Context: an optimization exercise on an open-source flow, tuned for small area, a short achievable clock period and few clock cycles per item. The choices shown serve that exercise and are no tape-out recipe. Where RTL was checked, it was by simulation tests only, not by an equivalence proof against the original.

== v19 ==
## Rsa256Core
module Rsa256Core (
  input          i_clk,
  input          i_rst,
  input          i_start,
  input  [255:0] i_a,
  input  [255:0] i_d,
  input  [255:0] i_n,
  output [255:0] o_a_pow_d,
  output         o_finished
);
Size: about 1,000 I/O pins.
Settings: LEC_CHECK=0, CAP_MARGIN=20, CORE_MARGIN=2, CORE_UTILIZATION=40, SETUP_SLACK_MARGIN=0.5, SLEW_MARGIN=20, SYNTH_HIERARCHICAL=1; clock period 16.0 ns.
standard.sh (not shown) runs the stock make flow with config.mk's settings and CLKGATE_MAP_FILE= SYNTH_SCRIPT=/design/flow/synth_recipe.tcl, a recipe that flattens the netlist after the stock synthesis.
==> flow/flow/run.sh <==
#!/bin/bash
# Own layout flow: the standard synthesis, then the standard ORFS layout steps with
# repair_timing aiming for extra setup slack (the clock and constraints are unchanged).
set -uo pipefail
KNOBS=$(cat flow/knobs.txt 2>/dev/null || echo "SETUP_SLACK_MARGIN=10")
[[ -f flow/env.sh ]] && source flow/env.sh
bash standard.sh synth > synth.log 2>&1 || { tail -50 synth.log; exit 1; }
bash standard.sh $KNOBS finish > layout.log 2>&1 || { tail -50 layout.log; exit 1; }
==> flow/flow/env.sh <==
export BUFFER_PORTS_ARGS="-buffer_cell sky130_fd_sc_hd__buf_4"
==> flow/flow/knobs.txt <==
SETUP_SLACK_MARGIN=11.25 SLEW_MARGIN=40
Testbench counts of v19, summed over its fixed seeds: cycles 310,004, ops 24.
Changes in v25 relative to v19:
- changing CORE_UTILIZATION from 40 to 55
Results
v25: area added between synthesis and finish 1.3 points below v19
[diff] detailed-route wire length, v25 relative to v19: improvement
Changes observed in v25 relative to v19: post-route met1 wirelength moved down; via count grew by 1,155.
v19 ended up with o_a_pow_d[1] as its endpoint of the worst setup timing path; v25 ended up with o_a_pow_d[99].
The inputs of v29 differ from those of v25 as listed below.
- CORE_UTILIZATION: 55 -> 48
Findings:
Comparing v29 with v25, the final standard cell area without fillers came out essentially unchanged.
Cmp v29 and v25 / fill cell total of the finished layout / higher: v29
Fraction of area in multi-input gates across v29 and v25: no real change.
Relative to v29, the following input files were edited for v1:
- CORE_UTILIZATION now 40, was 48
==> flow/flow/knobs.txt <==
SETUP_SLACK_MARGIN=11.4 SLEW_MARGIN=40
Findings:
- v1 went all the way through synthesis, placement and routing and the layout is clean on timing, DRC and antenna.
- Setup slack after layout | v1 above v29
- For the multi-input gate share of total cell area, v1 came in 1.5 points lower than v29 did.
- For number of antenna repair diodes, dividing the value from v29 by the value from v1 gives 0.59.
- Diff v1 and v29: final-stage net count lower in v29
- From v29 to v1 the numbers moved as follows: core region area grew by about 20%, detailed-route wire length grew by about 9%.

---

Setup of the baseline:
Rsa256Core, a different RTL version from the one above (not shown whole).
Size in the first run: ~11000 cells after synthesis, about 1000 I/O pins, ~0.11 mm2 of cells after synthesis.
Settings: LEC_CHECK=0, CAP_MARGIN=20, CORE_MARGIN=2, CORE_UTILIZATION=40, SETUP_SLACK_MARGIN=0.5, SLEW_MARGIN=20, SYNTH_HIERARCHICAL=1; clock period 16.0 ns.
run.sh (not shown) runs the stock make flow with config.mk's settings and CLKGATE_MAP_FILE= SYNTH_SCRIPT=/design/flow/synth_recipe.tcl, a recipe that flattens the netlist after the stock synthesis.
Stock flow here: none of the scripts above is used.
Setup changes, the baseline to the candidate
==> flow/flow/run.sh (new file) <==
#!/bin/bash
# Own layout flow: the standard synthesis, then the standard ORFS layout steps with
# repair_timing aiming for extra setup slack (the clock and constraints are unchanged).
set -uo pipefail
KNOBS=$(cat flow/knobs.txt 2>/dev/null || echo "SETUP_SLACK_MARGIN=10")
bash standard.sh synth > synth.log 2>&1 || { tail -50 synth.log; exit 1; }
bash standard.sh $KNOBS finish > layout.log 2>&1 || { tail -50 layout.log; exit 1; }
==> flow/flow/knobs.txt (new file) <==
SETUP_SLACK_MARGIN=10 SKIP_BUFFER_REMOVAL=1
==> flow/standard.sh (new file) <==
#!/bin/bash
# synth_recipe.tcl (not shown) runs the flow's synth.tcl, then flattens the netlist and writes it again
# the make line also repeats each setting of config.mk as NAME=value (left out here)
make -C /OpenROAD-flow-scripts/flow DESIGN_CONFIG=/design/flow/config.mk WORK_HOME=/design/flow/orfs CLKGATE_MAP_FILE= SYNTH_SCRIPT=/design/flow/synth_recipe.tcl "${@:-finish}"
removed: flow/run.sh
Notes after the runs:
Every stage of the candidate finished as expected; the final checks, on the other hand, flagged slew limit, which means the layout fails. Against the baseline, the candidate comes in 44 higher on count of final max-slew check failures. [the candidate] clock tree cell share of total cell area rose 0.16 points relative to the baseline. The baseline → the candidate: placement-stage cell area shows no meaningful change, maximum fanout encountered on the critical timing path lower.
No functional check of the RTL was part of any run of this note.

## static timing again, ports no longer ideal
No port has a modelled driver above. Below, the same layouts with a new extraction and two added sets of constraints. Step 1, drivers: a clkbuf_16 drives i_clk and a buf_2 each remaining input, both assumed. Step 2 moves the port delays by t, midway between the first and last clock arrival at a register: inputs arrive t later, outputs are due t later. That takes back most of the time a late clock gives input paths. a / b / c = ideal / step 1 / step 2; a / b = the first two.
| run | t, ns | setup slack, ns | latest minus earliest clock arrival (ns) | worst slew at a driven data input, ns | pins driven straight from the clock port |
|---|---|---|---|---|---|
| v19 | 1.099 | 11.171 / 11.049 / 11.184 | 0.087 / 0.087 | 0.27 | 1 |
| v25 | 1.113 | 11.157 / 11.028 / 11.124 | 0.081 / 0.081 | 0.24 | 1 |
| v29 | 1.100 | 11.169 / 11.033 / 11.149 | 0.094 / 0.095 | 0.24 | 1 |
| v1 | 1.097 | 11.179 / 11.056 / 11.055 | 0.113 / 0.112 | 0.27 | 1 |
| the baseline | 0.910 | 7.157 / 7.157 / 7.157 | 0.040 / 0.040 | 0.26 | 1 |
| the candidate | 0.931 | 10.105 / 10.105 / 9.569 | 0.077 / 0.078 | 0.24 | 1 |
For the candidate, which loses most, drivers alone change the setup slack by 0.000 ns; drivers and shift together by -0.536 ns.
